What follows belongs to an exercise in optimizing a design on an open flow for small area; a production flow would make more cautious choices. The RTL was checked by simulation tests, not by an equivalence proof against the original design. Power is estimated from default activity; no workload was simulated.

Setup of v56:
## top
module top(
  input clk,
  input clr,
  input start,
  input day,
  input Wait,
  input display_d,
  input display_w,
  output reg [3:0] an,
  output reg [6:0] seg7,
  output reg over_3_day,
  output reg over_10_day,
  output reg over_10_night,
  output reg dp
);
Size in the first run: roughly 860 cells after synthesis, roughly 130 flip-flops, about 0.0079 mm^2 of cells after synthesis.
Settings: LEC_CHECK=0, CAP_MARGIN=20, CORE_MARGIN=2, CORE_UTILIZATION=40, SLEW_MARGIN=20; clock period 10.0 ns.
run.sh (not shown) runs the stock make flow with config.mk's settings and CLKGATE_MAP_FILE= SYNTH_SCRIPT=/design/flow/synth_recipe.tcl, a recipe that flattens the netlist after the stock synthesis.
### v56 -> v45
- CORE_UTILIZATION changed from 40 to 65
==> flow/flow/run.sh (new file) <==
#!/bin/bash
# Standard layout (the standard.sh, standard synthesis), with two changes:
# port buffers use the smallest buffer cell, and clock tree synthesis inserts
# no dummy loads. Each tool's full output goes to the ORFS logs; make's own
# output goes to flow_make.log in this folder.
set -euo pipefail
CTS="-sink_clustering_enable -repair_clock_nets -dont_use_dummy_load"
CTS="$CTS -buf_list sky130_fd_sc_hd__clkbuf_4 -sink_clustering_size 40 -sink_clustering_max_diameter 100"
bash standard.sh "CTS_ARGS=$CTS" "BUFFER_PORTS_ARGS=-buffer_cell sky130_fd_sc_hd__buf_1" finish > flow_make.log 2>&1
==> flow/standard.sh (new file) <==
#!/bin/bash
# synth_recipe.tcl (not shown) runs the flow's synth.tcl, then flattens the netlist and writes it again
# the make line also repeats each setting of config.mk as NAME=value (left out here)
make -C /OpenROAD-flow-scripts/flow DESIGN_CONFIG=/design/flow/config.mk WORK_HOME=/design/flow/orfs CLKGATE_MAP_FILE= SYNTH_SCRIPT=/design/flow/synth_recipe.tcl "${@:-finish}"
removed: flow/run.sh
Results
Taking v56 as 1.0, v45 lands at 0.801 on net switching component of the power. In the reports for v45 and v56, the smaller clock-pin slew on the worst setup and hold paths belongs to v56. In v45, the delay of the slowest cell on the worst path came out 0.07 ns below the value in v56. v45 -> v56: critical path depth delta 0, exact match. Fraction of standard cell area that is sequential is lower on v56. Min power density over cell area across v45 and v56: v45. Going from v56 to v45, wire length reported by the detailed router grows by 2.6%. Final worst hold slack | v45 above v56.
Here is what was changed in the inputs of v36 compared with v45.
- setting CTS_CLUSTER_SIZE to 40 for the first time
- setting CTS_BUF_LIST to sky130_fd_sc_hd__clkbuf_4 for the first time
- setting CTS_CLUSTER_DIAMETER to 100 for the first time
- changing CORE_UTILIZATION from 65 to 40
==> flow/run.sh (new file) <==
#!/bin/bash
# synth_recipe.tcl (not shown) runs the flow's synth.tcl, then flattens the netlist and writes it again
# the make line also repeats each setting of config.mk as NAME=value (left out here)
make -C /OpenROAD-flow-scripts/flow DESIGN_CONFIG=/design/flow/config.mk WORK_HOME=/design/flow/orfs CLKGATE_MAP_FILE= SYNTH_SCRIPT=/design/flow/synth_recipe.tcl finish
removed: flow/flow/run.sh
removed: flow/standard.sh
[summary]
- v36 reached the final stage; the timing, design-rule and antenna checks on its layout passed.
- From v45 to v36 the numbers moved as follows: post-synthesis to final-layout area growth went up; count of placed standard cells including taps increased 118; largest incremental delay on the critical path has increased; setup slack dropped 0.66 ns; layout cell share with drive strength beyond 1 went up.
- Between v45 and v36, slew at the pin closest to its max-slew limit decreased.
- On v36: final area is 5.8% higher than what v45 gave.
diff inputs: v36 => v4
- a deleted CTS_BUF_LIST that had been sky130_fd_sc_hd__clkbuf_4
- a deleted CTS_CLUSTER_SIZE that had been 40
- a deleted CTS_CLUSTER_DIAMETER that had been 100
- a change of CORE_UTILIZATION from 40 to 65
==> flow/flow/run.sh (new file) <==
#!/bin/bash
# Standard layout (the standard.sh, standard synthesis), with these changes:
# port buffers use the smallest buffer cell, clock tree synthesis inserts no
# dummy loads, and after global routing non-critical gates are downsized
# (ORFS's power recovery). Each tool's full output goes to the ORFS logs;
# make's own output goes to flow_make.log in this folder.
set -euo pipefail
CTS="-sink_clustering_enable -repair_clock_nets -dont_use_dummy_load"
CTS="$CTS -buf_list sky130_fd_sc_hd__clkbuf_4 -sink_clustering_size 40 -sink_clustering_max_diameter 100"
bash standard.sh "CTS_ARGS=$CTS" "BUFFER_PORTS_ARGS=-buffer_cell sky130_fd_sc_hd__buf_1" \
  RECOVER_POWER=100 finish > flow_make.log 2>&1
==> flow/standard.sh (new file) <==
#!/bin/bash
# synth_recipe.tcl (not shown) runs the flow's synth.tcl, then flattens the netlist and writes it again
# the make line also repeats each setting of config.mk as NAME=value (left out here)
make -C /OpenROAD-flow-scripts/flow DESIGN_CONFIG=/design/flow/config.mk WORK_HOME=/design/flow/orfs CLKGATE_MAP_FILE= SYNTH_SCRIPT=/design/flow/synth_recipe.tcl "${@:-finish}"
removed: flow/run.sh
==> summary.txt <==
- What the final checks of v4 revealed, after a flow that finished every stage, was a layout that fails on max-capacitance violations, max-slew violations.
- v36 finished every step from synthesis to the final layout, and the layout passed the timing, design-rule and antenna checks.
- Compared to v36, v4 has area of the multi-input gates 44 um^2 lower.
- Of the two candidates, v36 has the better placed wire-length estimate after detailed placement and v4 the worse one.
- Minimum setup slack in the final design is lower on v36
- From v4 to v36, total nets after synthesis did not move at all.
- v36 -> v4: die area decreased by more than a quarter
- The synthesized cell count was comparable across v4 and v36.
- v4 vs v36: vertical die dimension down by more than 10%
- On number of hold violations in the final report, v4 and v36 are neck and neck.

port drivers added, routing unchanged:
Ports are ideal in the flow. The routed layouts listed here were re-timed in OpenROAD.
Step 1: set_driving_cell puts a clkbuf_16 on clk and a buf_2 on each other input, an assumption about the parent block.
Step 2 adds t to the input delays and takes it off the output delays; t is the mean of the earliest and latest rising clock arrival at the registers after step 1. Input paths then give back, and output paths get back, about the clock's delay inside the block.
a / b / c = ideal / step 1 / step 2; a / b = the first two.
run	t, ns	setup slack, ns	worst register clock-pin slew, ns
v56	0.462	3.293 / 3.254 / 3.254	0.06 / 0.06
v45	0.573	3.938 / 3.905 / 3.905	0.11 / 0.11
v36	0.599	3.274 / 3.234 / 3.234	0.12 / 0.12
v4	0.579	3.470 / 3.484 / 2.905	0.11 / 0.11
The setup slack of v4, which loses most, moves by +0.014 ns with the drivers and by -0.565 ns with both steps. Setup slack includes reset recovery checks.
